Background: an optimization exercise with open tools, aiming at small area, a short achievable clock period and few clock cycles per item. Do not read the settings as production practice. The RTL was checked by simulation tests, not by an equivalence proof against the original design. Power is estimated from default activity; no workload was simulated.

==> flow/design.v (outline; a module is shown in full before it is edited, if it fits) <==
// module Ascii2Nt: 21 lines
// module Nt2Param: 19 lines
// module DP_BRAM: 28 lines
// module mux_1OfN: 14 lines
// module GACTX_NWPE: 320 lines
// module GACTX_BTLogic: 234 lines
// module GACTX_ArrayTop: 922 lines
// module gactx_tile: 67 lines
module gactx_tile (
    input         clk,
    input         rst,
    input         start,
    input  [155:0] in_param,
    input         reverse_ref_in,
    input         reverse_query_in,
    input         complement_ref_in,
    input         complement_query_in,
    input  [3:0]  ref_length,
    input  [3:0]  query_length,
    output [3:0]  ref_bram_rd_addr,
    input  [7:0]  ref_bram_data_in,
    output [3:0]  query_bram_rd_addr,
    input  [7:0]  query_bram_data_in,
    input  [11:0] y_in,
    input         start_last,
    output [11:0] max_score,
    output [3:0]  H_offset,
    input  [3:0]  max_H_offset,
    output [3:0]  V_offset,
    input  [3:0]  max_V_offset,
    output [3:0]  ref_max_score_pos,
    output [3:0]  query_max_score_pos,
    output [7:0]  num_tb_steps,
    output [1:0]  dir,
    output        dir_valid,
    output        done
);
  // ...
==> flow/run.sh <==
#!/bin/bash
# synth_recipe.tcl (not shown) runs the flow's synth.tcl, then flattens the netlist and writes it again
# the make line also repeats each setting of config.mk as NAME=value (left out here)
make -C /OpenROAD-flow-scripts/flow DESIGN_CONFIG=/design/flow/config.mk WORK_HOME=/design/flow/orfs CLKGATE_MAP_FILE= SYNTH_SCRIPT=/design/flow/synth_recipe.tcl finish
==> flow/config.mk <==
export PLATFORM = sky130hd
export DESIGN_NAME = gactx_tile
export DESIGN_NICKNAME = gactx_tile
export VERILOG_FILES = /design/flow/design.v
export SDC_FILE = /design/flow/constraint.sdc
export NUM_CORES = 4
export LEC_CHECK = 0
export CAP_MARGIN = 20
export CORE_MARGIN = 2
export CORE_UTILIZATION = 40
export SLEW_MARGIN = 20
==> flow/constraint.sdc <==
create_clock -name core_clock -period 10.0 [get_ports {clk}]
set_input_delay 2.0000 -clock core_clock [delete_from_list [all_inputs] [get_ports {clk}]]
set_output_delay 2.0000 -clock core_clock [all_outputs]
set_load 0.01 [all_outputs]
==> summary.txt, run 1 <==
remaining antenna violation count: 0
P_int: 23,870 uW
final worst setup slack: 1883 ps
Post-Syn Area per Cell: 9.015 um^2
RSZ-0062 raised after global routing: no
sequential element share of the synthesized area: 41.69%
Seq pwr share: 35.3%
crit end category: register
number of stages on the worst setup path: 25
WL/cell: 23.53 um
crit-path max FO: 19
Final Skew: 53.14 ps
Yosys top cell by area: dfxtp_1
fin area: 172,100 um^2
dpl hpwl: 356.8 mm
top cells by area, synth: dfxtp_1, edfxtp_1, mux2i_1, ha_1, nand2_1
Worst EP arrival: 8910 ps
status: complete, no violations
Switching Share: 35.47%
CTS Sinks: 2,946
r2r setup slk: 1880 ps
Top reg by flops: u_array.bram_gen.bt_dp_bram.mem
Post-synth EDFFs: 508
Peak VDD IR: 0.4263 mV
grt peak-use layer: met2
synthesized instance count: 17,050
met3 Usage GRT: 3.561%
crit path kind: reg -> reg
Testbench counts, summed over its fixed seeds: cycles 18,871, tiles 192.
==> module DP_BRAM, before the edit <==
module DP_BRAM #( 
  parameter ADDR_WIDTH = 4,
  parameter DATA_WIDTH = 8
)(
  input clk,
  input rst,
  input [ADDR_WIDTH-1:0] raddr,
  input [ADDR_WIDTH-1:0] waddr,
  input wr_en,
  input [DATA_WIDTH-1:0] data_in,
  output reg [DATA_WIDTH-1:0] data_out);
  localparam DEPTH = 2**ADDR_WIDTH;
  reg [DATA_WIDTH*DEPTH-1:0] mem;
  genvar g;
  generate
  for (g = 0; g < DEPTH; g = g + 1) begin : entry
      always @(posedge clk) begin
          if (rst)
              mem[g*DATA_WIDTH +: DATA_WIDTH] <= {DATA_WIDTH{1'b0}};
          else if (wr_en == 1 && waddr == g)
              mem[g*DATA_WIDTH +: DATA_WIDTH] <= data_in;
      end
  end
  endgenerate
  always @(posedge clk) begin
      data_out <= mem[raddr*DATA_WIDTH +: DATA_WIDTH];
  end
endmodule
==> module mux_1OfN, before the edit <==
module mux_1OfN #(
    parameter NUM_PORTS_WIDTH = 2,
    parameter DATA_WIDTH = 32
)(
    input clk,
    input [NUM_PORTS_WIDTH-1:0] select,
    input [(2 ** NUM_PORTS_WIDTH)*DATA_WIDTH-1:0] data_in,
    output reg [DATA_WIDTH-1:0] data_out
);
localparam NUM_PORTS = 2**NUM_PORTS_WIDTH;
always @(posedge clk) begin
    data_out <= data_in[(select+1)*DATA_WIDTH-1-:DATA_WIDTH];
end
endmodule
==> module GACTX_BTLogic, before the edit <==
module GACTX_BTLogic #(
  parameter ADDR_WIDTH = 20,
  parameter REF_LEN_WIDTH = 12,
  parameter LOG_NUM_PE = 6
)
(
    input clk,
    input rst,
    input start,
    input [REF_LEN_WIDTH-1:0] ref_length,
    input [ADDR_WIDTH-1:0] max_score_mod_addr,
    input [ADDR_WIDTH-1:0] max_score_addr,
    input [LOG_NUM_PE-1:0] max_score_pe,
    input [1:0] max_score_pe_state,
    input [3:0] input_dir,
    input [3:0] input_dir_diag,
    input [REF_LEN_WIDTH-1:0] start_pos,
    input [REF_LEN_WIDTH-1:0] next_stop_pos,
    input [REF_LEN_WIDTH-1:0] max_stripe_num,
    output reg [ADDR_WIDTH-1:0] next_addr,
    output reg [LOG_NUM_PE-1:0] next_pe,
    output wire [ADDR_WIDTH-1:0] next_addr_diag,
    output wire [LOG_NUM_PE-1:0] next_pe_diag,
    output wire addr_valid,
    output wire [1:0] dir,
    output wire dir_valid,
    output wire [REF_LEN_WIDTH-1:0] start_pos_addr,
    output wire [REF_LEN_WIDTH-1:0] next_stop_pos_addr,
    output reg [REF_LEN_WIDTH-1:0] H_offset,
    input [REF_LEN_WIDTH-1:0] max_H_offset,
    output reg [REF_LEN_WIDTH-1:0] V_offset,
    input [REF_LEN_WIDTH-1:0] max_V_offset,
    output reg [ADDR_WIDTH+LOG_NUM_PE-1:0] num_tb_steps,
    output done
);
  localparam MAX_PE = (2**LOG_NUM_PE) - 1;
  reg [REF_LEN_WIDTH-1:0] max_stripe;
  reg [ADDR_WIDTH-1:0] mod_count;
  reg [1:0] next_pe_state;
  reg [2:0] state;
  reg [2:0] next_state;
  reg final_H;
  reg final_V;
  reg stripe_change;
  reg stripe0;
  reg [REF_LEN_WIDTH-1:0] curr_start_pos;
  reg [REF_LEN_WIDTH-1:0] curr_stop_pos;
  reg [REF_LEN_WIDTH-1:0] position_addr;
  localparam WAIT=0, BLOCK0=1, BLOCK1=2, BLOCK2=3, CALC=4, DONE=5;
  localparam ZERO=0, M=3, V=1, H=2;
  wire [LOG_NUM_PE-1:0] next_pe_decr_mod;
  wire [ADDR_WIDTH-1:0] next_addr_mod;
  wire [REF_LEN_WIDTH-1:0] next_V_offset;
  wire [REF_LEN_WIDTH-1:0] next_H_offset;
  assign done = (state == DONE);
  assign dir_valid = (state == CALC) && (dir != 0);
  assign addr_valid = (next_state == CALC);
  assign dir = next_pe_state;
  assign start_pos_addr = position_addr;
  assign next_stop_pos_addr = position_addr;
  assign next_pe_decr_mod = (next_pe == 0) ? MAX_PE : (next_pe - 1);
  assign next_addr_mod = (next_pe == 0) ? (next_addr - next_stop_pos + start_pos -2) : (next_addr - 1);
  assign next_addr_diag = next_addr_mod;
  assign next_pe_diag = next_pe_decr_mod;
  assign next_V_offset = ((next_pe_state == M) || (next_pe_state == V)) ? (V_offset + 1) : V_offset;
  assign next_H_offset = ((next_pe_state == M) || (next_pe_state == H)) ? (H_offset + 1) : H_offset;
  always @(posedge clk) begin
      curr_start_pos <= start_pos;
      curr_stop_pos <= next_stop_pos;
  end
  always @(posedge clk) begin
      if (rst) begin
          state <= WAIT;
      end
      else begin
          state <= next_state;
          case (state)
              WAIT: begin
                  stripe0 <= 0;
                  max_stripe <= max_stripe_num;
                  mod_count <= max_score_mod_addr;
                  next_addr <= max_score_addr;
                  next_pe <= max_score_pe; 
                  next_pe_state <= max_score_pe_state;
                  H_offset <= 0;
                  V_offset <= 0;
                  num_tb_steps <= 0;
                  final_H <= 0;
                  final_V <= 0;
                  stripe_change <= 0;
                  if(max_stripe_num > 0) begin
                      position_addr <= max_stripe_num - 1;
                  end
                  else begin
                      stripe0 <= 1;
                      position_addr <= 0;
                  end
              end
              BLOCK0: begin
              end
              BLOCK1: begin
              end
              BLOCK2: begin
              end
              CALC: begin
                  H_offset <= next_H_offset;
                  V_offset <= next_V_offset;
                  num_tb_steps <= num_tb_steps + (dir != 0);
                  if (next_pe_state == M) begin
                      if (next_pe == 0 && position_addr > 0) begin
                          position_addr <= position_addr - 1;
                      end
                      else if(next_pe == 0 && position_addr == 0) begin
                          stripe0 <= 1;
                      end
                      if(next_pe==0 && next_addr ==0) begin
                          next_pe_state <= ZERO;
                      end
                      else begin
                          if(mod_count == 0 && ((stripe0 == 1 && next_pe > 0) || (stripe0 == 0))) begin
                              final_V <= 1;
                              next_pe_state <= V;
                              if (next_pe == 0 && stripe0 == 0) begin
                                  next_pe <= MAX_PE;
                                  next_addr <= next_addr - curr_stop_pos + curr_start_pos - 1;
                              end
                              else begin
                                  next_pe <= next_pe - 1;
                              end
                          end
                          else if ((next_pe==0 && mod_count > 0) && (next_addr < curr_stop_pos) && (stripe0 == 1)) begin
                              next_pe_state <= H;
                              final_H <= 1;
                              mod_count <= mod_count - 1;
                              next_addr <= next_addr - 1;
                          end
                          else begin 
                              if (next_pe == 0 && stripe0 == 0) begin
                                  next_addr <= next_addr - curr_stop_pos + curr_start_pos - 2;
                                  next_pe <= MAX_PE;
                              end
                              else begin
                                  next_addr <= next_addr - 1;
                                  next_pe <= next_pe - 1;
                              end
                              next_pe_state <= input_dir_diag[1:0];
                              mod_count <= mod_count - 1;
                          end
                      end
                  end
                  else if (next_pe_state == V) begin
                      if (next_pe == 0 && position_addr > 0) begin
                          position_addr <= position_addr - 1;
                      end
                      else if(next_pe == 0 && position_addr == 0) begin
                          stripe0 <= 1;
                      end
                      if(next_pe==0 && next_addr==0) begin
                          next_pe_state <= ZERO;
                          final_V <= 0;
                      end
                      else begin
                          if ((next_pe == 0 && mod_count > 0) && (next_addr < curr_stop_pos) && (stripe0 == 1)) begin
                              next_pe_state <= H; 
                              final_H <= 1;
                          end
                          else begin
                              if (next_pe == 0 && stripe0 == 0) begin
                                  next_pe <= MAX_PE;
                                  next_addr <= next_addr - curr_stop_pos + curr_start_pos -1;
                              end
                              else begin
                                  next_pe <= next_pe - 1;
                              end
                              if(input_dir[2] == 0 || final_V) begin
                                  next_pe_state <= V;
                              end
                              else begin
                                  next_pe_state <= M;
                              end
                          end
                      end
                  end
                  else if (next_pe_state == H) begin
                      if(next_addr == 0 && next_pe == 0) begin
                          next_pe_state <= ZERO;
                          final_H <= 0;
                      end
                      else begin
                          if(mod_count == 0 && ((stripe0 == 1 && next_pe > 0) || (stripe0 == 0))) begin
                              final_V <= 1;
                              next_pe_state <= V;
                          end
                          else begin
                              if (input_dir[3] == 0 || (final_H && next_addr > 0)) begin
                                  next_pe_state <= H;
                              end
                              else begin
                                  next_pe_state <= M;
                              end
                          end
                          mod_count <= mod_count - 1;
                          next_addr <= next_addr - 1;
                      end
                  end
              end
             DONE: begin
             end
         endcase
     end
  end
  always @(*) 
  begin
      next_state = state;
      case (state)
          WAIT:
              if (start)
                  next_state = BLOCK0;
          BLOCK0:
              next_state = BLOCK1;
          BLOCK1:
              next_state = BLOCK2;
          BLOCK2:
              next_state = CALC;
          CALC:
              if ((next_pe_state == ZERO) || (next_H_offset == max_H_offset) || (next_V_offset == max_V_offset))
                  next_state = DONE;
              else
                  next_state = BLOCK1;
          DONE:
              next_state = WAIT;
      endcase
  end
endmodule
==> module GACTX_ArrayTop, before the edit <==
module GACTX_ArrayTop #(
    parameter NUM_PE = 32,
    parameter LOG_NUM_PE = 5,
    parameter REF_LEN_WIDTH = 10,
    parameter QUERY_LEN_WIDTH = 10,
    parameter PE_WIDTH = 8,
    parameter PARAM_ADDR_WIDTH = 10,
    parameter BT_BRAM_ADDR_WIDTH = 22 - LOG_NUM_PE
)(
    input  clk,         
    input  rst,        
    input start,
    input [13*PE_WIDTH-1:0] in_param,
    input reverse_ref_in,
    input reverse_query_in,
    input complement_ref_in,
    input complement_query_in,
    input [REF_LEN_WIDTH-1:0] ref_length,
    input [QUERY_LEN_WIDTH-1:0] query_length,
    output reg [REF_LEN_WIDTH-1:0] ref_bram_rd_addr, 
    input [7:0] ref_bram_data_in,
    output reg [PARAM_ADDR_WIDTH-1:0] query_bram_rd_addr,
    input [7:0] query_bram_data_in,
    input [PE_WIDTH-1:0] y_in, 
    input start_last,
    output reg [PE_WIDTH-1:0] max_score,
    output reg [REF_LEN_WIDTH-1:0] H_offset,
    input [REF_LEN_WIDTH-1:0] max_H_offset,
    output reg [QUERY_LEN_WIDTH-1:0] V_offset,
    input [QUERY_LEN_WIDTH-1:0] max_V_offset,
    output reg [REF_LEN_WIDTH-1:0] ref_max_score_pos,
    output reg [QUERY_LEN_WIDTH-1:0] query_max_score_pos,
    output reg [(REF_LEN_WIDTH + (QUERY_LEN_WIDTH - LOG_NUM_PE))+LOG_NUM_PE-1:0] num_tb_steps,
    output wire [1:0] dir,
    output wire dir_valid,
    output done);
    localparam PARAM_WIDTH = 4 * PE_WIDTH;
    localparam V_FIFO_DEPTH_WIDTH = REF_LEN_WIDTH;
    localparam M_FIFO_DEPTH_WIDTH = REF_LEN_WIDTH;
    localparam F_FIFO_DEPTH_WIDTH = REF_LEN_WIDTH;
    reg first_query_block;
    reg global_max_fifo_rd_en;
    reg [NUM_PE-1:0] set_param;
    reg [NUM_PE-1:0] last;
    wire [PARAM_WIDTH-1:0] param;
    wire [PARAM_WIDTH-1:0] param_out;
    reg [REF_LEN_WIDTH-1:0] curr_ref_len;
    reg [QUERY_LEN_WIDTH-1:0] curr_query_len;
    reg reverse_query, reverse_ref;
    reg complement_query, complement_ref;
    reg rst_pe[NUM_PE-1:0];
    reg [3:0] state;
    wire [3:0] ref_nt; 
    wire [3:0] query_nt; 
    wire [4*NUM_PE-1:0] select_dir_data_in;
    wire [PE_WIDTH-1:0] sub_A_in;
    wire [PE_WIDTH-1:0] sub_C_in;
    wire [PE_WIDTH-1:0] sub_G_in;
    wire [PE_WIDTH-1:0] sub_T_in;
    reg [PE_WIDTH-1:0] sub_N_in;
    wire [PE_WIDTH-1:0] y; 
    wire [PE_WIDTH-1:0] F_in[0:NUM_PE-1];
    wire [2:0] T_in[0:NUM_PE-1];
    wire [PE_WIDTH-1:0] V_in[0:NUM_PE-1];
    wire [PE_WIDTH-1:0] M_in[0:NUM_PE-1];
    wire [PE_WIDTH-1:0] E_in[0:NUM_PE-1];
    wire [PE_WIDTH-1:0] F_out[0:NUM_PE-1];
    wire [2:0] T_out[0:NUM_PE-1];
    wire [PE_WIDTH-1:0] V_out[0:NUM_PE-1];
    wire [PE_WIDTH-1:0] M_out[0:NUM_PE-1];
    wire [PE_WIDTH-1:0] E_out[0:NUM_PE-1];
    reg [PE_WIDTH-1:0] reg_init_V;
    wire [PE_WIDTH-1:0] init_V;
    wire [PE_WIDTH-1:0] init_M;
    wire [PE_WIDTH-1:0] init_E;
    wire [3:0] pe_dir [0:NUM_PE-1];
    wire [BT_BRAM_ADDR_WIDTH-1:0] pe_dir_addr [0:NUM_PE-1];
    wire [BT_BRAM_ADDR_WIDTH-1:0] bt_current_addr [0:NUM_PE-1];
    wire pe_dir_valid [0:NUM_PE-1];
    wire pe_dir_valid_y_drop [0:NUM_PE-1];
    wire init_in [0:NUM_PE-1];
    wire init_out [0:NUM_PE-1];
    wire start_transmit_out [0:NUM_PE-1];
    wire start_transmit_in [0:NUM_PE-1];
    wire [BT_BRAM_ADDR_WIDTH-1:0] max_ref_pos_in [0:NUM_PE-1];
    wire [BT_BRAM_ADDR_WIDTH-1:0] max_ref_pos_out [0:NUM_PE-1];
    wire [BT_BRAM_ADDR_WIDTH-1:0] max_ref_mod_in [0:NUM_PE-1];
    wire [BT_BRAM_ADDR_WIDTH-1:0] max_ref_mod_out [0:NUM_PE-1];
    wire [LOG_NUM_PE-1:0] max_query_pos_in [0:NUM_PE-1];
    wire [LOG_NUM_PE-1:0] max_query_pos_out [0:NUM_PE-1];
    wire [QUERY_LEN_WIDTH-1:0] max_query_mod_in [0:NUM_PE-1];
    wire [QUERY_LEN_WIDTH-1:0] max_query_mod_out [0:NUM_PE-1];
    wire [QUERY_LEN_WIDTH-1:0] max_stripe_num_out [0:NUM_PE-1];
    wire [QUERY_LEN_WIDTH-1:0] max_stripe_num_in [0:NUM_PE-1];
    wire [1:0] max_pe_state_in [0:NUM_PE-1];
    wire [1:0] max_pe_state_out [0:NUM_PE-1];
    wire max_with_y_out [0:NUM_PE-1];
    wire [PE_WIDTH-1:0] global_max_in [0:NUM_PE-1];
    wire [PE_WIDTH-1:0] global_max_out [0:NUM_PE-1];
    wire compute_global_max_in [0:NUM_PE-1];
    wire compute_global_max_out [0:NUM_PE-1];
    wire compute_max_in [0:NUM_PE-1];
    wire compute_max_out [0:NUM_PE-1];
    wire last_in [0:NUM_PE-1];
    wire last_out [0:NUM_PE-1];
    wire stall;
    wire [BT_BRAM_ADDR_WIDTH-1:0] bt_bram_addr[0:NUM_PE-1];
    wire [3:0] bt_bram_data_out[0:NUM_PE-1];
    wire V_intern_fifo_wr_en;
    wire [PE_WIDTH-1:0] V_intern_fifo_wr_data_in;
    wire [PE_WIDTH-1:0] V_intern_fifo_rd_data_out;
    wire F_intern_fifo_wr_en;
    wire [PE_WIDTH-1:0] F_intern_fifo_wr_data_in;
    wire [PE_WIDTH-1:0] F_intern_fifo_rd_data_out;
    wire E_intern_fifo_wr_en;
    wire [PE_WIDTH-1:0] E_intern_fifo_wr_data_in;
    wire [PE_WIDTH-1:0] E_intern_fifo_rd_data_out;
    wire M_intern_fifo_wr_en;
    wire [PE_WIDTH-1:0] M_intern_fifo_wr_data_in;
    wire [PE_WIDTH-1:0] M_intern_fifo_rd_data_out;
    wire bt_logic_start;
    wire [BT_BRAM_ADDR_WIDTH-1:0] bt_logic_max_score_addr;
    wire [BT_BRAM_ADDR_WIDTH-1:0] bt_logic_max_score_mod_addr;
    wire [LOG_NUM_PE-1:0] bt_logic_max_score_pe;
    wire [1:0] bt_logic_max_score_pe_state;
    wire [3:0] bt_logic_input_dir;
    wire [3:0] bt_logic_input_dir_diag;
    wire [BT_BRAM_ADDR_WIDTH-1:0] bt_logic_next_addr;
    wire [BT_BRAM_ADDR_WIDTH-1:0] bt_logic_next_addr_diag;
    wire [LOG_NUM_PE-1:0] bt_logic_next_pe;
    wire [LOG_NUM_PE-1:0] bt_logic_next_pe_diag;
    wire bt_logic_addr_valid;
    wire [1:0] bt_logic_dir_out;
    wire [REF_LEN_WIDTH-1:0] bt_logic_H_offset;
    wire [REF_LEN_WIDTH-1:0] bt_logic_V_offset;
    wire bt_logic_dir_valid;
    wire bt_logic_done;
    reg [REF_LEN_WIDTH-1:0] bt_ref_length;
    wire[BT_BRAM_ADDR_WIDTH+LOG_NUM_PE-1:0] bt_logic_num_tb_steps;
    wire [REF_LEN_WIDTH-1:0] bt_start_pos;
    wire [REF_LEN_WIDTH-1:0] bt_next_stop_pos;
    wire [QUERY_LEN_WIDTH-1:0] bt_max_stripe_num;
    wire [REF_LEN_WIDTH-1:0] bt_start_pos_addr;
    wire [REF_LEN_WIDTH-1:0] bt_next_stop_pos_addr;
    wire start_final;
    wire stop_final;
    wire stop;
    wire [QUERY_LEN_WIDTH-1:0] rd_start_pos_counter;
    wire [QUERY_LEN_WIDTH-1:0] wr_start_pos_counter;
    wire wr_start_pos_en;
    wire [REF_LEN_WIDTH-1:0] start_pos_in;
    wire [REF_LEN_WIDTH-1:0] start_pos_out;
    reg [REF_LEN_WIDTH-1:0] start_pos_in_reg;
    reg wr_start_pos_en_reg;
    reg state_wr_en_reg;
    reg [QUERY_LEN_WIDTH-1:0] wr_start_pos_counter_reg;
    wire [QUERY_LEN_WIDTH-1:0] rd_stop_pos_counter;
    wire [QUERY_LEN_WIDTH-1:0] wr_stop_pos_counter;
    wire wr_stop_pos_en;
    wire [REF_LEN_WIDTH-1:0] stop_pos_in;
    wire [REF_LEN_WIDTH-1:0] stop_pos_out;
    reg [REF_LEN_WIDTH-1:0] stop_pos_in_reg;
    reg wr_stop_pos_en_reg;
    reg [QUERY_LEN_WIDTH-1:0] wr_stop_pos_counter_reg;
    reg max_val_for_stop[NUM_PE-1:0];
    reg [PE_WIDTH-1:0] global_max;  
    reg [PE_WIDTH-1:0] reg_y;  
    reg [PE_WIDTH-1:0] global_max_in_0;
    reg [PE_WIDTH-1:0] F_in_0;
    reg [PE_WIDTH-1:0] E_in_0;
    reg [PE_WIDTH-1:0] V_in_0;
    reg [PE_WIDTH-1:0] M_in_0;
    reg [3:0] T_in_0;
    reg last_query_sent;
    reg init_in_0;
    reg delayed_init_in_0;
    reg delayed_compute_global_max_in_0;
    reg compute_max_in_0;
    reg compute_global_max_in_0;
    reg first_start;
    reg first_element_first_query_block;
    reg [PE_WIDTH-1:0] gap_open;
    reg [PE_WIDTH-1:0] gap_extend;
    reg [1:0]first_element_start; 
    reg [REF_LEN_WIDTH-1:0] first_pe_counter;
    wire [PE_WIDTH-1:0] max_with_y;
    reg stop_prev;
    wire [REF_LEN_WIDTH-1:0] start_pos_pe [NUM_PE-1:0];
    wire [REF_LEN_WIDTH-1:0] V_dpbram_waddr;  
    wire [REF_LEN_WIDTH-1:0] F_dpbram_waddr;  
    wire [REF_LEN_WIDTH-1:0] E_dpbram_waddr;  
    wire [REF_LEN_WIDTH-1:0] M_dpbram_waddr;  
    reg [REF_LEN_WIDTH-1:0] start_pos;
    reg [REF_LEN_WIDTH-1:0] prev_start_pos;
    reg [REF_LEN_WIDTH-1:0] stop_pos;
    reg start_done;
    reg stop_done;
    reg [BT_BRAM_ADDR_WIDTH-1:0] current_position;
    Ascii2Nt ref_ascii2nt
    (
        .ascii(ref_bram_data_in),
        .complement(complement_ref),
        .nt(ref_nt)
    );
    Ascii2Nt query_ascii2nt (
        .ascii(query_bram_data_in),
        .complement(complement_query),
        .nt(query_nt)
    );
    Nt2Param #(
        .PE_WIDTH(PE_WIDTH)
    ) query_nt2param (
        .nt(query_nt),
        .in_param(in_param),
        .out_param(param_out)
    );
    genvar k;
    integer t;
    localparam WAIT=0, READ_PARAM_FIFO=1, SET_PARAM=2, STREAM_REF_START=3, STREAM_REF=4, STREAM_REF_STOP=5, STREAM_CONTINUE=6, STREAM_REF_DONE=7, COMPUTE_MAX_START=8, COMPUTE_MAX_WAIT=9, BT_START=10, BT_WAIT=11, DONE=12;
    generate
        genvar k1;
        genvar k2;
        for (k1=0;k1<LOG_NUM_PE;k1=k1+1) begin: gen_levels
            for (k2=0;k2 < 2**(LOG_NUM_PE - k1 -1); k2=k2+1) begin: gen_nodes
                wire in1;
                wire in2;
                wire out;
                if(k1 == 0) begin
                    assign in1 = max_with_y_out[k2*2];
                    assign in2 = max_with_y_out[k2*2 + 1];
                end
                else begin
                    assign in1 = gen_levels[k1-1].gen_nodes[k2*2].out;
                    assign in2 = gen_levels[k1-1].gen_nodes[k2*2+1].out;
                end
                assign out = in1 | in2;
            end
        end
        assign stop = gen_levels[LOG_NUM_PE-1].gen_nodes[0].out;
    endgenerate
    assign dir = bt_logic_dir_out; 
    assign dir_valid = bt_logic_dir_valid;
    assign param = (curr_query_len > query_length) ? 0 : param_out;
    assign done = (state == DONE);
    assign init_V = (start_pos == 0) ? reg_init_V : ((2'b11) << (PE_WIDTH-2));  
    assign init_M = ((2'b11) << (PE_WIDTH-2));
    assign y = y_in;
    assign max_with_y = global_max - reg_y;
    assign start_final = ~stop_prev & stop;
    assign stop_final = stop_prev & ~stop;
    always@(posedge clk) begin
        if(stop == 1 || stop == 0) begin
            stop_prev<=stop;
        end
        else begin  
            stop_prev <= 0;
        end
    end
    always@(posedge clk) begin 
        reg_y <= y_in;
        global_max <= global_max_out[NUM_PE-1];
        if(rst) begin
            start_pos <=0;
            start_pos_in_reg <= 0;
            stop_pos <= ref_length;
            start_done <= 0;
            stop_done <= 1;
        end
        else begin
            if(state == WAIT) begin
                start_pos <=0;
                start_pos_in_reg <= 0;
                stop_pos <= ref_length;
            end
            else if(state == STREAM_REF || state == STREAM_CONTINUE) begin
                if((first_query_block && (start_pos_pe[0]-1)==0) || (~first_query_block && ((start_final == 1 && stop_done == 1) || (init_out[0]==1 && stop ==1 && stop_done==1 && start_pos_pe[0]-1 >=start_pos && start_pos_pe[0]-1 <= stop_pos)))) begin
                    start_pos <= start_pos_pe[0]-1;
                    start_pos_in_reg <= start_pos_pe[0]-1;
                    wr_start_pos_en_reg <= 1;
                    stop_done <= 0;
                    start_done <= 1;
                end
                else begin
                    if(start_done==1) begin
                        if(stop_final==1 &&(first_query_block || start_pos_pe[0]>=stop_pos+1)) begin
                            stop_pos <= start_pos_pe[0]-1;
                            stop_pos_in_reg <= start_pos_pe[0]-1;
                            wr_stop_pos_en_reg <= 1;
                            stop_done <= 1;
                            start_done <= 0;
                        end
                        else if(stop==0 && start_pos_pe[0]-1>=stop_pos) begin
                            stop_pos <= start_pos_pe[0]-1;
                            stop_pos_in_reg <= start_pos_pe[0]-1;
                            wr_stop_pos_en_reg <= 1;
                            stop_done <= 1;
                            start_done <= 0;
                        end
                        else if(start_pos_pe[0] >= ref_length) begin
                            stop_pos <= ref_length -1;
                            stop_pos_in_reg <= ref_length-1;
                            wr_stop_pos_en_reg <= 1;
                            stop_done <= 1;
                            start_done <= 0;
                        end
                    end
                    else begin
                        wr_start_pos_en_reg <= 0;
                        wr_stop_pos_en_reg <= 0;
                    end
                end
            end
        end
    end
    always @(posedge clk) begin
      if (rst) begin
          set_param <= 0;
          last <= 0;
          first_query_block <= 1'b0;
          first_element_first_query_block <= 1'b0;
          curr_query_len <= 0;
          H_offset <= 0;
          V_offset <= 0;
          init_in_0 <= 0;
          compute_global_max_in_0 <= 0;
          wr_start_pos_counter_reg <= 0;
          wr_stop_pos_counter_reg <= 0;
          ref_max_score_pos <=0;
          query_max_score_pos <= 0;
          ref_bram_rd_addr <= 0;
          query_bram_rd_addr <= 0;
      end
      else begin
          delayed_init_in_0 <= init_in_0;
          delayed_compute_global_max_in_0 <= compute_global_max_in_0;
          case(state)
              WAIT: begin
                  bt_ref_length <= ref_length;
                  reverse_query <= reverse_query_in;
                  reverse_ref <= reverse_ref_in;
                  complement_query <= complement_query_in;
                  complement_ref <= complement_ref_in;
                  sub_N_in <= in_param[3*PE_WIDTH-1-:PE_WIDTH];
                  gap_open <= in_param[2*PE_WIDTH-1-:PE_WIDTH];
                  gap_extend <= in_param[PE_WIDTH-1:0];
                  first_query_block <= 1'b1;
                  first_start <= 1'b0;
                  last_query_sent <= 0;
                  ref_max_score_pos <=0;
                  query_max_score_pos <= 0;
              end
              READ_PARAM_FIFO: begin
                  wr_start_pos_counter_reg <= 0;
                  wr_stop_pos_counter_reg <= 0;
                  prev_start_pos <= 0;
                  if (reverse_query) begin
                      query_bram_rd_addr <= query_length - 1;
                  end
                  else begin
                      query_bram_rd_addr <= 0;
                  end
                  reg_init_V <= gap_open;
                  if(first_query_block == 1) begin
                      current_position <= 0;
                  end
              end
              SET_PARAM: begin
                  if (reverse_query) begin
                      query_bram_rd_addr <= query_bram_rd_addr - 1;
                  end
                  else begin
                      query_bram_rd_addr <= query_bram_rd_addr + 1;
                  end
                  curr_query_len <= curr_query_len + 1;
                  if (curr_query_len == query_length) begin
                      last_query_sent <= 1;
                  end
                  if (set_param == 0) begin
                      state_wr_en_reg <= 1;
                      set_param <= 1;
                      if ((start_last == 1'b1) && (curr_query_len + 1 == query_length)) begin
                          last <= 1;
                      end
                      else begin
                          last <= 0;
                      end
                  end
                  else begin
                      state_wr_en_reg <= 0;
                      prev_start_pos <= start_pos;
                      set_param <= (set_param << 1);
                      reg_init_V <= reg_init_V + gap_extend;
                      if ((start_last == 1'b1) && (curr_query_len + 1 == query_length)) begin
                          last <= (set_param << 1);
                      end
                      else begin
                          last <= 0;
                      end
                  end
              end
              STREAM_REF_START: begin
                  first_element_start <= 2'd2;
                  set_param <= 0;
                  last <= 0;
                  curr_ref_len <= start_pos +1;
                  if (reverse_ref) begin
                      ref_bram_rd_addr <= ref_length - 1 - start_pos;
                  end
                  else begin
                      ref_bram_rd_addr <= start_pos;
                  end
                  global_max_fifo_rd_en <= 1;
                  first_pe_counter <= start_pos;
              end
              STREAM_REF: begin
                  init_in_0 <= 1;
                  compute_global_max_in_0 <= 1;
                  curr_ref_len <= curr_ref_len + 1;
                  if(first_element_start == 2'd2) begin
                      first_element_start <= 2'd1;
                      first_element_first_query_block <=1;
                  end
                  else if(first_element_start== 2'd1)begin
                      first_element_start <= 0;
                      first_element_first_query_block <= 0;
                  end
                  else begin
                      first_start <= 1'b0;
                      first_element_first_query_block <= 0;
                  end
                  if (reverse_ref) begin
                      ref_bram_rd_addr <= ref_bram_rd_addr - 1;
                  end
                  else begin
                      ref_bram_rd_addr <= ref_bram_rd_addr + 1;
                  end
                  first_pe_counter <= first_pe_counter + 1;
              end
              STREAM_CONTINUE: begin
                  init_in_0 <= 0;              
                  first_query_block <= 0;
                  first_pe_counter <= first_pe_counter + 1;
              end
              STREAM_REF_STOP: begin
                  init_in_0 <= 0;              
                  compute_global_max_in_0 <= 0;
                  first_query_block <= 0;
                  current_position <= current_position + stop_pos - prev_start_pos + 1;
                  wr_start_pos_counter_reg <= wr_start_pos_counter_reg +1;
                  wr_stop_pos_counter_reg <= wr_stop_pos_counter_reg +1;
                  reg_init_V <= reg_init_V + gap_extend;
              end
              BT_WAIT: begin
                  if (bt_logic_done) begin
                      H_offset <= bt_logic_H_offset;
                      V_offset <= bt_logic_V_offset;
                      num_tb_steps <= bt_logic_num_tb_steps;
                  end
              end
              BT_START: begin
                  max_score <= V_out[NUM_PE-1];
                  ref_max_score_pos <= max_ref_mod_out[NUM_PE-1];
                  query_max_score_pos <= (max_query_mod_out[NUM_PE-1] << LOG_NUM_PE) + max_query_pos_out[NUM_PE-1];
              end
          endcase
      end
  end
  assign stall = 0;
  genvar j;
  assign {sub_A_in, sub_C_in, sub_G_in, sub_T_in} = param;
  assign init_E = ((2'b11) << (PE_WIDTH-2));  
  assign compute_max_in[0] = compute_max_in_0;
  assign last_in[0] = 0;
  assign max_ref_pos_in[0] = 0;
  assign max_ref_mod_in[0] = 0;
  assign max_query_pos_in[0] = 0;
  assign max_query_mod_in[0] = 0;
  assign max_pe_state_in[0] = 0;
  assign max_stripe_num_in[0] = 0;
  assign E_in[0] = E_in_0;
  assign F_in[0] = F_in_0;
  assign V_in[0] = V_in_0;
  assign M_in[0] = M_in_0;
  assign T_in[0] = T_in_0; 
  assign init_in[0] = delayed_init_in_0; 
  assign compute_global_max_in[0] = delayed_compute_global_max_in_0;
  assign global_max_in[0] = global_max_in_0;
  always @(posedge clk) begin
      if (rst) begin
          E_in_0 <= 0;
          F_in_0 <= 0;
          T_in_0 <= 0;
          compute_max_in_0 <= 0;
      end
      else begin          
          if(first_query_block) begin
              E_in_0 <= (2'b11) << (PE_WIDTH-2);
              F_in_0 <= (2'b11) << (PE_WIDTH-2);
              M_in_0 <= (2'b11) << (PE_WIDTH-2);
              global_max_in_0 <= 0;
              if(state == STREAM_REF_START || state == WAIT || state == READ_PARAM_FIFO || state == SET_PARAM || first_element_start==2'd2) begin
                  V_in_0 <= 0;
              end
              else begin
                  if(first_element_first_query_block == 1'b1) begin
                      V_in_0 <= V_in_0 + gap_open;
                  end
                  else begin
                      V_in_0 <= V_in_0 + gap_extend;
                  end
              end
          end
          else if(state == COMPUTE_MAX_START) begin
              E_in_0 <= E_intern_fifo_rd_data_out;
              F_in_0 <= F_intern_fifo_rd_data_out;
              V_in_0 <= 0;
              global_max_in_0 <= 0;
          end
          else begin
              if(first_pe_counter < stop_pos+2) begin
                  E_in_0 <= E_intern_fifo_rd_data_out;
                  F_in_0 <= F_intern_fifo_rd_data_out;
                  V_in_0 <= V_intern_fifo_rd_data_out;
                  M_in_0 <= M_intern_fifo_rd_data_out;
              end
              else begin
                  E_in_0 <= ((2'b11) << (PE_WIDTH-2));
                  F_in_0 <= ((2'b11) << (PE_WIDTH-2));
                  V_in_0 <= ((2'b11) << (PE_WIDTH-2));
                  M_in_0 <= ((2'b11) << (PE_WIDTH-2));
              end
          end
          T_in_0 <= ref_nt; 
          compute_max_in_0 <= (state == COMPUTE_MAX_START);
      end
  end
  generate
  for (j = 0; j < NUM_PE; j = j+1)
  begin: rst_pe_gen
      always @(posedge clk) begin
          if (rst) begin
              rst_pe[j] <= 1;
          end
          else begin
              rst_pe[j] <= 0;
          end
      end
  end
  endgenerate
  generate
  for (j = 1; j < NUM_PE; j=j+1) 
  begin:systolic_connections
      assign F_in[j] = F_out[j-1]; 
      assign E_in[j] = E_out[j-1]; 
      assign M_in[j] = M_out[j-1]; 
      assign T_in[j] = T_out[j-1]; 
      assign V_in[j] = V_out[j-1]; 
      assign compute_global_max_in[j] = compute_global_max_out[j-1];
      assign compute_max_in[j] = compute_max_out[j-1];
      assign last_in[j] = last_out[j-1];
      assign max_ref_pos_in[j] = max_ref_pos_out[j-1];
      assign max_ref_mod_in[j] = max_ref_mod_out[j-1];
      assign max_query_pos_in[j] = max_query_pos_out[j-1]; 
      assign max_query_mod_in[j] = max_query_mod_out[j-1]; 
      assign max_pe_state_in[j] = max_pe_state_out[j-1];
      assign max_stripe_num_in[j] = max_stripe_num_out[j-1];
      assign init_in[j] = init_out[j-1];
      assign global_max_in[j] = global_max_out[j-1];
  end
  endgenerate
  generate
  for (k = 0; k < NUM_PE; k = k + 1) 
  begin:pe_gen 
  GACTX_NWPE #(
          .WIDTH(PE_WIDTH),
          .REF_WIDTH(REF_LEN_WIDTH),
          .BT_BRAM_ADDR_WIDTH(BT_BRAM_ADDR_WIDTH),
          .QUERY_LEN_WIDTH(QUERY_LEN_WIDTH),
          .LOG_NUM_PE(LOG_NUM_PE),
          .PE_ID(k)
      ) inst_nwpe (
          .clk (clk),
          .rst (rst_pe[k]),
          .sub_A_in (sub_A_in),
          .sub_C_in (sub_C_in),
          .sub_G_in (sub_G_in),
          .sub_N_in (sub_N_in),
          .sub_T_in (sub_T_in),
          .gap_extend_in (gap_extend),
          .gap_open_in (gap_open),
          .y_in(reg_y),
          .set_param (set_param[k]),
          .start_increment(pe_dir_valid_y_drop[k]),
          .E_in (E_in[k]),
          .F_in (F_in[k]),
          .T_in (T_in[k]),
          .V_in (V_in[k]),
          .M_in (M_in[k]),
          .init_E (init_E),
          .init_V (init_V),
          .init_M (init_M),
          .init_in (init_in[k]),
          .start_transmit_in(start_transmit_in[k]),
          .start_transmit_out(start_transmit_out[k]),
          .start_final(start_final),
          .max_stripe_num_in(max_stripe_num_in[k]),
          .max_stripe_num_out(max_stripe_num_out[k]),
          .max_ref_pos_in (max_ref_pos_in[k]),
          .max_ref_mod_in (max_ref_mod_in[k]),
          .max_query_pos_in (max_query_pos_in[k]),
          .max_query_mod_in (max_query_mod_in[k]),
          .max_pe_state_in (max_pe_state_in[k]),
          .compute_max_in(compute_max_in[k]),
          .last (last[k]),
          .last_in (last_in[k]),
          .global_max_in (global_max_in[k]),
          .max_with_y(max_with_y),
          .compute_global_max_in (compute_global_max_in[k]),
          .start_pos(start_pos),
          .stop_pos(stop_pos),
          .ref_length(ref_length),
          .query_length(query_length),
          .current_position(current_position),
          .global_max_out (global_max_out[k]),
          .max_ref_pos_out (max_ref_pos_out[k]),
          .max_ref_mod_out (max_ref_mod_out[k]),
          .max_query_pos_out (max_query_pos_out[k]),
          .max_query_mod_out (max_query_mod_out[k]),
          .max_pe_state_out (max_pe_state_out[k]),
          .last_query_sent(last_query_sent),
          .compute_max_out(compute_max_out[k]),
          .compute_global_max_out (compute_global_max_out[k]),
          .last_out (last_out[k]),
          .E_out (E_out[k]),
          .F_out (F_out[k]),
          .T_out (T_out[k]),
          .V_out (V_out[k]),
          .M_out (M_out[k]),
          .init_out (init_out[k]),
          .dir_addr (pe_dir_addr[k]),
          .dir_valid (pe_dir_valid[k]),
          .dir (pe_dir[k]),
          .max_with_y_out(max_with_y_out[k]),
          .curr_ref_mod(start_pos_pe[k])
      );
  end
  endgenerate
  generate
  for (k = 0; k < NUM_PE; k = k + 1) 
  begin:bram_dir_gen
      assign select_dir_data_in[4*(k+1)-1:4*k] = bt_bram_data_out[k];
      assign bt_bram_addr[k] = (bt_logic_next_pe == k) ? bt_logic_next_addr : bt_logic_next_addr_diag;
      assign pe_dir_valid_y_drop[k] = pe_dir_valid[k] & ((k==0) ? start_transmit_in[1] : start_transmit_out[k]);
  end
  endgenerate
  generate
  for (j = 2; j < NUM_PE; j=j+1) 
  begin:systolic_transmit_connections
      assign start_transmit_in[j] = start_transmit_out[j-1];
  end
  endgenerate
  generate
    assign start_transmit_in[1] = ((first_query_block && (start_pos_pe[0]-1)==0) || (~first_query_block && ((start_final == 1 && stop_done == 1 && start_pos_pe[0]-1 < stop_pos+1) || (init_out[0]==1 && stop ==1 && stop_done==1 && start_pos_pe[0]-1 >=start_pos && start_pos_pe[0]-1<=stop_pos)))) | start_done;
  endgenerate
  generate
  for (k = 0; k < NUM_PE; k = k + 1) 
  begin:bram_gen
      DP_BRAM #(
          .ADDR_WIDTH(BT_BRAM_ADDR_WIDTH),
          .DATA_WIDTH(4)  
      ) bt_dp_bram (
      .clk(clk),
      .rst(rst),
      .waddr(pe_dir_addr[k]),
      .raddr(bt_bram_addr[k]),
      .wr_en(pe_dir_valid[k]),
      .data_in(pe_dir[k]),
      .data_out(bt_bram_data_out[k]));
  end
  endgenerate
  assign wr_start_pos_en = wr_start_pos_en_reg | state_wr_en_reg;
  assign start_pos_in  = start_pos_in_reg;
  assign wr_start_pos_counter = wr_start_pos_counter_reg;
  DP_BRAM #(
      .ADDR_WIDTH(REF_LEN_WIDTH),
      .DATA_WIDTH(REF_LEN_WIDTH)
  ) start_pos_dpbram
  (
      .clk(clk),
      .rst(rst),
      .raddr(bt_start_pos_addr),
      .waddr(wr_start_pos_counter),
      .wr_en(wr_start_pos_en),
      .data_in(start_pos_in),
      .data_out(bt_start_pos)
  );
  assign wr_stop_pos_en = wr_stop_pos_en_reg | state_wr_en_reg;
  assign stop_pos_in  = stop_pos_in_reg;
  assign wr_stop_pos_counter = wr_stop_pos_counter_reg;
  DP_BRAM #(
      .ADDR_WIDTH(REF_LEN_WIDTH),
      .DATA_WIDTH(REF_LEN_WIDTH)
  ) stop_pos_dpbram
  (
      .clk(clk),
      .rst(rst),
      .raddr(bt_next_stop_pos_addr),
      .waddr(wr_stop_pos_counter),
      .wr_en(wr_stop_pos_en),
      .data_in(stop_pos_in),
      .data_out(bt_next_stop_pos)
  );
  assign V_intern_fifo_wr_en = init_out[NUM_PE-1];
  assign V_intern_fifo_wr_data_in = V_out[NUM_PE-1];
  assign V_dpbram_waddr = start_pos_pe[NUM_PE-1]-1;
  DP_BRAM #(
      .ADDR_WIDTH(REF_LEN_WIDTH),
      .DATA_WIDTH(PE_WIDTH)
  ) V_dpbram
  (
      .clk(clk),
      .rst(rst),
      .raddr(first_pe_counter),
      .waddr(V_dpbram_waddr),
      .wr_en(V_intern_fifo_wr_en),
      .data_in(V_intern_fifo_wr_data_in),
      .data_out(V_intern_fifo_rd_data_out)
  );
  assign M_intern_fifo_wr_en = init_out[NUM_PE-1]; 
  assign M_intern_fifo_wr_data_in = M_out[NUM_PE-1];
  assign M_dpbram_waddr = start_pos_pe[NUM_PE-1]-1;
  DP_BRAM #(
      .ADDR_WIDTH(REF_LEN_WIDTH),
      .DATA_WIDTH(PE_WIDTH)
  ) M_dpbram
  (
      .clk(clk),
      .rst(rst),
      .raddr(first_pe_counter),
      .waddr(M_dpbram_waddr),
      .wr_en(M_intern_fifo_wr_en),
      .data_in(M_intern_fifo_wr_data_in),
      .data_out(M_intern_fifo_rd_data_out)
  );
  assign F_intern_fifo_wr_en = init_out[NUM_PE-1];
  assign F_intern_fifo_wr_data_in = F_out[NUM_PE-1];
  assign F_dpbram_waddr = start_pos_pe[NUM_PE-1]-1;
  DP_BRAM #(
      .ADDR_WIDTH(REF_LEN_WIDTH),
      .DATA_WIDTH(PE_WIDTH)
  ) F_dpbram
  (
      .clk(clk),
      .rst(rst),
      .raddr(first_pe_counter),
      .waddr(F_dpbram_waddr),
      .wr_en(F_intern_fifo_wr_en),
      .data_in(F_intern_fifo_wr_data_in),
      .data_out(F_intern_fifo_rd_data_out)
  );
  assign E_intern_fifo_wr_en = init_out[NUM_PE-1];
  assign E_intern_fifo_wr_data_in = E_out[NUM_PE-1];
  assign E_dpbram_waddr = start_pos_pe[NUM_PE-1]-1;
  DP_BRAM #(
      .ADDR_WIDTH(REF_LEN_WIDTH),
      .DATA_WIDTH(PE_WIDTH)
  ) E_dpbram
  (
      .clk(clk),
      .rst(rst),
      .raddr(first_pe_counter),
      .waddr(E_dpbram_waddr),
      .wr_en(E_intern_fifo_wr_en),
      .data_in(E_intern_fifo_wr_data_in),
      .data_out(E_intern_fifo_rd_data_out)
  );
  assign bt_logic_start = (state == BT_START);
  assign bt_logic_max_score_addr = max_ref_pos_out[NUM_PE-1];
  assign bt_logic_max_score_mod_addr = max_ref_mod_out[NUM_PE-1];
  assign bt_logic_max_score_pe = max_query_pos_out[NUM_PE-1];
  assign bt_logic_max_score_pe_state = max_pe_state_out[NUM_PE-1];  
  assign bt_max_stripe_num = max_stripe_num_out[NUM_PE-1];
  GACTX_BTLogic #(
      .ADDR_WIDTH(BT_BRAM_ADDR_WIDTH),
      .REF_LEN_WIDTH(REF_LEN_WIDTH),
      .LOG_NUM_PE(LOG_NUM_PE)
  ) inst_bt_logic (
      .clk(clk),
      .rst(rst),
      .start(bt_logic_start),
      .ref_length(bt_ref_length),
      .max_score_addr(bt_logic_max_score_addr),
      .max_score_mod_addr(bt_logic_max_score_mod_addr),
      .max_score_pe(bt_logic_max_score_pe),
      .max_score_pe_state(bt_logic_max_score_pe_state),
      .input_dir(bt_logic_input_dir),
      .input_dir_diag(bt_logic_input_dir_diag),
      .start_pos(bt_start_pos),
      .next_stop_pos(bt_next_stop_pos),
      .max_stripe_num(bt_max_stripe_num),
      .start_pos_addr(bt_start_pos_addr),
      .next_stop_pos_addr(bt_next_stop_pos_addr),
      .next_addr(bt_logic_next_addr),
      .next_pe(bt_logic_next_pe),
      .next_addr_diag(bt_logic_next_addr_diag),
      .next_pe_diag(bt_logic_next_pe_diag),
      .addr_valid(bt_logic_addr_valid),
      .dir(bt_logic_dir_out),
      .dir_valid(bt_logic_dir_valid),
      .H_offset(bt_logic_H_offset),
      .max_H_offset(max_H_offset),
      .V_offset(bt_logic_V_offset),
      .max_V_offset(max_V_offset),
      .num_tb_steps(bt_logic_num_tb_steps),
      .done(bt_logic_done)
  );
  mux_1OfN #( 
      .NUM_PORTS_WIDTH(LOG_NUM_PE),
      .DATA_WIDTH(4)
  ) dir_select (
      .clk(clk),
      .select (bt_logic_next_pe), 
      .data_in (select_dir_data_in),
      .data_out (bt_logic_input_dir)
  );
  mux_1OfN #( 
      .NUM_PORTS_WIDTH(LOG_NUM_PE),
      .DATA_WIDTH(4)
  ) dir_select_diag (
      .clk(clk),
      .select (bt_logic_next_pe_diag), 
      .data_in (select_dir_data_in),
      .data_out (bt_logic_input_dir_diag)
  );
  always @(posedge clk) begin
      if(rst) begin
          state <= WAIT;
      end
      else begin
          case (state)
              WAIT: begin
                  if (start) begin
                      state <= READ_PARAM_FIFO;
                  end
              end
              READ_PARAM_FIFO: begin
                  state <= SET_PARAM;
              end
              SET_PARAM: begin
                  if (set_param[NUM_PE-2] == 1) begin
                      state <= STREAM_REF_START;
                  end
              end
              STREAM_REF_START: begin
                  state <= STREAM_REF;
              end
              STREAM_REF: begin
                  if(start_done==1) begin
                      if(stop_final==1 &&(first_query_block || start_pos_pe[0]-1>=stop_pos)) begin
                          state <= STREAM_REF_STOP;
                      end
                      else if(stop==0 && start_pos_pe[0]-1>=stop_pos) begin
                          state <= STREAM_REF_STOP;
                      end
                      else if(start_pos_pe[0] >= ref_length) begin
                          state <= STREAM_REF_STOP;
                      end
                      else if (curr_ref_len >= ref_length) begin
                          state <= STREAM_CONTINUE;
                      end
                  end
                  else if(curr_ref_len >= ref_length && stop_done==1) begin
                      state <= STREAM_REF_STOP;
                  end
              end
              STREAM_CONTINUE: begin
                  if(start_done==1) begin
                      if(stop_final==1 &&(first_query_block || start_pos_pe[0]-1>=stop_pos)) begin
                          state <= STREAM_REF_STOP;
                      end
                      else if(stop==0 && start_pos_pe[0]-1>=stop_pos) begin
                          state <= STREAM_REF_STOP;
                      end
                      else if(start_pos_pe[0] >= ref_length) begin
                          state <= STREAM_REF_STOP;
                      end
                  end
              end
              STREAM_REF_STOP: begin
                  if (curr_query_len >= query_length) begin
                      state <= STREAM_REF_DONE;
                  end
                  else begin
                      state <= SET_PARAM;
                  end
              end
              STREAM_REF_DONE: begin
                  state <= COMPUTE_MAX_START;
              end
              COMPUTE_MAX_START: begin
                  state <= COMPUTE_MAX_WAIT;
              end
              COMPUTE_MAX_WAIT: begin
                  if (compute_max_out[NUM_PE-1] == 1'b1) begin
                      state <= BT_START;
                  end
              end
              BT_START: begin
                  state <= BT_WAIT;
              end
              BT_WAIT: begin
                  if (bt_logic_done) begin
                      state <= DONE;
                  end
              end
              DONE: begin
                  state <= WAIT;
              end
          endcase
      end
  end
endmodule
==> run 2: changes to the inputs <==
--- a/flow/design.v
+++ b/flow/design.v
@@ -41,5 +41,6 @@
 module DP_BRAM #( 
   parameter ADDR_WIDTH = 4,
-  parameter DATA_WIDTH = 8
+  parameter DATA_WIDTH = 8,
+  parameter ASYNC_READ = 0
 )(
   input clk,
@@ -49,5 +50,5 @@
   input wr_en,
   input [DATA_WIDTH-1:0] data_in,
-  output reg [DATA_WIDTH-1:0] data_out);
+  output [DATA_WIDTH-1:0] data_out);
   localparam DEPTH = 2**ADDR_WIDTH;
   reg [DATA_WIDTH*DEPTH-1:0] mem;
@@ -63,21 +64,41 @@
   end
   endgenerate
-  always @(posedge clk) begin
-      data_out <= mem[raddr*DATA_WIDTH +: DATA_WIDTH];
+  generate
+  if (ASYNC_READ) begin : rd_async
+      assign data_out = mem[raddr*DATA_WIDTH +: DATA_WIDTH];
+  end
+  else begin : rd_sync
+      reg [DATA_WIDTH-1:0] data_out_r;
+      always @(posedge clk) begin
+          data_out_r <= mem[raddr*DATA_WIDTH +: DATA_WIDTH];
+      end
+      assign data_out = data_out_r;
   end
+  endgenerate
 endmodule
 module mux_1OfN #(
     parameter NUM_PORTS_WIDTH = 2,
-    parameter DATA_WIDTH = 32
+    parameter DATA_WIDTH = 32,
+    parameter REG_OUT = 1
 )(
     input clk,
     input [NUM_PORTS_WIDTH-1:0] select,
     input [(2 ** NUM_PORTS_WIDTH)*DATA_WIDTH-1:0] data_in,
-    output reg [DATA_WIDTH-1:0] data_out
+    output [DATA_WIDTH-1:0] data_out
 );
 localparam NUM_PORTS = 2**NUM_PORTS_WIDTH;
-always @(posedge clk) begin
-    data_out <= data_in[(select+1)*DATA_WIDTH-1-:DATA_WIDTH];
+wire [DATA_WIDTH-1:0] sel_data = data_in[(select+1)*DATA_WIDTH-1-:DATA_WIDTH];
+generate
+if (REG_OUT) begin : out_reg
+    reg [DATA_WIDTH-1:0] data_out_r;
+    always @(posedge clk) begin
+        data_out_r <= sel_data;
+    end
+    assign data_out = data_out_r;
 end
+else begin : out_comb
+    assign data_out = sel_data;
+end
+endgenerate
 endmodule
 module GACTX_NWPE #(
@@ -467,7 +488,7 @@
   assign next_V_offset = ((next_pe_state == M) || (next_pe_state == V)) ? (V_offset + 1) : V_offset;
   assign next_H_offset = ((next_pe_state == M) || (next_pe_state == H)) ? (H_offset + 1) : H_offset;
-  always @(posedge clk) begin
-      curr_start_pos <= start_pos;
-      curr_stop_pos <= next_stop_pos;
+  always @(*) begin
+      curr_start_pos = start_pos;
+      curr_stop_pos = next_stop_pos;
   end
   always @(posedge clk) begin
@@ -618,5 +639,5 @@
           WAIT:
               if (start)
-                  next_state = BLOCK0;
+                  next_state = CALC;
           BLOCK0:
               next_state = BLOCK1;
@@ -629,5 +650,5 @@
                   next_state = DONE;
               else
-                  next_state = BLOCK1;
+                  next_state = CALC;
           DONE:
               next_state = WAIT;
@@ -1304,5 +1325,6 @@
       DP_BRAM #(
           .ADDR_WIDTH(BT_BRAM_ADDR_WIDTH),
-          .DATA_WIDTH(4)  
+          .DATA_WIDTH(4),  
+          .ASYNC_READ(1)
       ) bt_dp_bram (
       .clk(clk),
@@ -1320,5 +1342,6 @@
   DP_BRAM #(
       .ADDR_WIDTH(REF_LEN_WIDTH),
-      .DATA_WIDTH(REF_LEN_WIDTH)
+      .DATA_WIDTH(REF_LEN_WIDTH),
+      .ASYNC_READ(1)
   ) start_pos_dpbram
   (
@@ -1336,5 +1359,6 @@
   DP_BRAM #(
       .ADDR_WIDTH(REF_LEN_WIDTH),
-      .DATA_WIDTH(REF_LEN_WIDTH)
+      .DATA_WIDTH(REF_LEN_WIDTH),
+      .ASYNC_READ(1)
   ) stop_pos_dpbram
   (
@@ -1453,5 +1477,6 @@
   mux_1OfN #( 
       .NUM_PORTS_WIDTH(LOG_NUM_PE),
-      .DATA_WIDTH(4)
+      .DATA_WIDTH(4),
+      .REG_OUT(0)
   ) dir_select (
       .clk(clk),
@@ -1462,5 +1487,6 @@
   mux_1OfN #( 
       .NUM_PORTS_WIDTH(LOG_NUM_PE),
-      .DATA_WIDTH(4)
+      .DATA_WIDTH(4),
+      .REG_OUT(0)
   ) dir_select_diag (
       .clk(clk),
==> run 2 against run 1 <==
Hold slack better by 46 ps. Sequential cell count decreased by 36. First-iteration DRC count shrank 5.7%. Clock power about the same. Wire length shrank 3.0%. Core utilization about the same. Critical path type unchanged. Critical endpoint is now u_array.pe_gen[3].inst_nwpe.V[4]. Largest cell class unchanged.
==> summary.txt, run 2 <==
Post-Syn Area per Cell: 9.200 um^2 (was 9.015 um^2)
power per standard cell area: 231.6 nW/um^2 (was 214.9 nW/um^2)
max reg flops: 1,024 (unchanged)
Peak VDD IR: 0.3210 mV (was 0.4263 mV)
clk buf depth: 4 (unchanged)
total gr overflow: 0 (unchanged)
commonest cells after routing, fill and taps aside: dfxtp_1, nand2_1, a21oi_1 (was nand2_1, dfxtp_1, nor2_1)
Area Overhead vs Synth: 12.19% (was 12.00%)
fin. max-slew vios: 0 (unchanged)
top-count cell post-synth: dfxtp_1 (was nand2_1)
Worst path max stage delay: 840 ps (was 680 ps)
P_leak: 0.06204 uW (was 0.06390 uW)
total CTS buffers: 325 (was 333)
# rows: 227 (unchanged)
RSZ-0062 raised after global routing: no (unchanged)
Fin. Hold Viols: 0 (unchanged)
vias in the first global route: 115,700 (was 116,800)
1st-iter DRT viols: 12,370 (was 13,110)
Post-synth EDFFs: 508 (unchanged)
detailed-route wire length: 504.1 mm (was 519.8 mm)
Worst Tran Pin Value: 1181 ps (was 1248 ps)
Top FF cell, synth: dfxtp_1 (unchanged)
post-synth cell types: 94 (was 109)
FF/Latch Area: 63,400 um^2 (was 64,120 um^2)
Yosys top cell by area: dfxtp_1 (unchanged)
pre-CTS WS: 1789 ps (was 2120 ps)
Skew-Pair Late Insertion Delay: 960 ps (was 970 ps)
synthesized instance count: 16,630 (was 17,050)
dpl hpwl: 344.4 mm (was 356.8 mm)
DR pass1 iterations: 7 (was 6)
Die W: 622.4 um (was 623.8 um)
gr usage total: 25.07% (was 25.72%)
Critical path buffers and inverters: 0 (unchanged)
Post-DP Area: 160,700 um^2 (was 161,100 um^2)
Synth Net Count: 17,730 (was 18,160)
Reg2Reg Depth: 26 (was 25)
Hold Buf Count CTS: 0 (unchanged)
die area: 387,400 um^2 (was 389,200 um^2)
crit end category: register (unchanged)
remaining antenna violation count: 0 (unchanged)
mux share of post-synthesis cell area: 14.82% (was 13.23%)
status: complete, no violations (unchanged)
simple-gate portion of the synthesized area: 15.87% (was 15.79%)
Post-CTS Setup Bufs: 0 (unchanged)
crit path kind: reg -> reg (unchanged)
Synth Area in Adders: 7.555% (was 7.645%)
setup_tns: 0 ps (unchanged)
H-tree depth: 5 (unchanged)
Die Y: 622.4 um (was 623.8 um)
CP required: 10,830 ps (was 10,800 ps)
largest family of logic cells by synthesized area: simple AND/OR/NAND/NOR gates (unchanged)
port buffer count: 253 (unchanged)
Clock Pin Slew Worst Setup and Hold Paths: 60 ps (about the same)
Final GP Congestion: 0.9611 (was 0.9465)
top cells by area, synth: dfxtp_1, edfxtp_1, mux4_2, ha_1, mux2i_1 (was dfxtp_1, edfxtp_1, mux2i_1, ha_1, nand2_1)
via count: 123,800 (was 125,700)
XOR/XNOR share of the synthesized area: 2.309% (was 2.285%)
Compound-Gate Fraction of Synth Area: 13.83% (was 15.10%)
initial antenna violation count: 38 (was 31)
yosys warns: 17 (was 18)
CTS tree: done (unchanged)
fin crit period: 8202 ps (was 8117 ps)
crit-path max FO: 23 (was 19)
final std cells w/o fill: 21,700 (was 22,090)
final worst setup slack: 1798 ps (was 1883 ps)
hold slack: 392.9 ps (was 347.2 ps)
number of stages on the worst setup path: 26 (was 25)
Starting Density: 40.11% (was 40.20%)
clock root buffer: clkbuf_16 (unchanged)
Inst Count DP: 21,100 (was 21,470)
HP Class: reg -> reg (unchanged)
CTS Sinks: 2,910 (was 2,946)
WL/cell: 23.23 um (was 23.53 um)
Top reg by flops: u_array.bram_gen.bt_dp_bram.mem (unchanged)
post-synthesis cell area: 153,000 um^2 (was 153,700 um^2)
maxcap violations: 0 (unchanged)
#FFs+latches synth: 2,910 (was 2,946)
Min-Delay Path Depth: 0 (unchanged)
Worst EP arrival: 9030 ps (was 8910 ps)
r2r setup slk: 1800 ps (was 1880 ps)
# IOs: 256 (unchanged)
Final Skew: 58.87 ps (was 53.14 ps)
multi-input logic area: 83,870 um^2 (was 83,680 um^2)
sequential element share of the synthesized area: 41.40% (was 41.69%)
nets: 17,480 (was 17,880)
Worst path slowest cell: o21ai_2 (was a211o_1)
share of layout cells above drive strength 1: 9.764% (was 7.837%)
crit-path leading delay family: compound AO/OA/AOI/OAI gates (unchanged)
Post-synth top cells: dfxtp_1, nand2_1, a21oi_1, nor2_1, mux2i_1 (was nand2_1, dfxtp_1, nor2_1, a21oi_1, mux2i_1)
Post-route DRC: 0 (unchanged)
asr flop ratio synth: 0% (unchanged)
CORE AREA: 381,400 um^2 (was 382,300 um^2)
first-pass GRT wire length: 749.4 mm (was 766.7 mm)
fmax: 121.9 MHz (was 123.2 MHz)
Fillers: 36,380 (was 36,850)
most common cell after layout, fill and taps aside: dfxtp_1 (was nand2_1)
Via density: 5.706 (was 5.690)
fin crit share: 82.02% (was 81.17%)
Max-slew headroom: 20.88% (was 16.82%)
Startpoint Class: register (unchanged)
PostCTS Resize Cnt: 0 (unchanged)
Final setup viols: 0 (unchanged)
fin area: 171,600 um^2 (was 172,100 um^2)
largest net degree at the start of global routing: 222 (was 214)
area share of the largest cell type after synthesis: 31.43% (was 31.76%)
[run 2: cell types whose count changed in the layout (fill, tap and decap cells not counted), sizes merged, moves of 65 or more]
cell,delta
a211oi,-310
a21oi,+196
a311oi,-78
a31oi,-105
and2,-179
mux2i,-245
mux4,+192
nand2,-195
nand3,+237
nor2,-203
nor2b,+65
nor3,+131
[run 2: logic make-up after synthesis]
kind of cell / after synthesis
buffers and inverters: 1708
AOI/OAI and AO/OA: 3471
and+or+nand+nor: 5615
DFF: 2910
muxes: 1622
adders and majority gates: 905
xor gates and xnor gates: 397
[run 2: final cells by class]
cell class	instances	area share [%]
sequential	2910	36.94
clock buffer	460	5.508
inverter	576	1.260
tap	5038	3.673
multi-input combinational	12010	48.87
antenna	6	0.008748
timing repair buffer	563	2.899
clock inverter	134	0.8456
[run 2: path summary, 6_finish.rpt]
kind,startpoint,to
min,register,u_array.global_max[2]
min reg2reg,register,u_array.global_max[2]
max,u_array.pe_gen[2].inst_nwpe.M[1],u_array.pe_gen[3].inst_nwpe.V[4]
max reg2reg,u_array.pe_gen[2].inst_nwpe.M[1],u_array.pe_gen[3].inst_nwpe.V[4]
[run 2: where the power goes]
part	internal [uW]	switching (uW)	total (uW)
combinational	5060	9090	14100
clock	7210	5150	12400
sequential	12500	736	13300
total	24800	15000	39800
[run 2: worst reg2reg max path, delay by kind of cell, from the launching register on]
| kind | cells | cell delay (ps) |
|---|---|---|
| and+or+nand+nor | 6 | 1380 |
| DFF | 1 | 630 |
| AOI/OAI and AO/OA | 15 | 4530 |
| adders and majority gates | 3 | 1010 |
| xor gates and xnor gates | 1 | 230 |
| muxes | 1 | 310 |
[run 2: stage by stage]
| stage | util (%) | power (uW) |
|---|---|---|
| 6_report | 45.00 | 39760 |
| 5_1_grt | 44.99 | 41640 |
| 4_1_cts | 44.98 | 39620 |
| 3_5_place_dp | 42.13 | 27210 |
| 3_3_place_gp | 42.13 | 27070 |
| 2_1_floorplan | - | 22680 |
[run 2: metal layers]
layer,global-route usage (%),routed length [um],up-vias
met5,0,66,-
met4,9.215,20750,12
met3,3.959,38180,932
met2,39.29,224300,4420
met1,34.79,220800,59910
li1,-,-,58530
Testbench counts of run 2, summed over its fixed seeds: cycles 14,821, tiles 192.

afterwards: timing with drivers on the ports:
In the flow no input, the clock included, has a driving cell. The finished layouts below were timed again as built, in two steps.
Step 1 assumes that a clkbuf_16 drives the clock port and a buf_2 every other input.
Step 2 moves the port delays by t, midway between the first and last clock arrival at a register: inputs arrive t later, outputs are due t later. That takes back most of the time a late clock gives input paths.
a / b / c = ideal ports / drivers / drivers and shift; a / b = the first two.
run | t, ns | setup slack, ns | worst slew at a driven data input, ns | cell pins on the clock port's net
run 1 | 1.054 | 1.883 / 1.883 / 1.883 | 0.20 | 1
run 2 | 1.028 | 1.798 / 1.798 / 1.798 | 0.13 | 1
After both steps setup and hold are still met in every run listed.
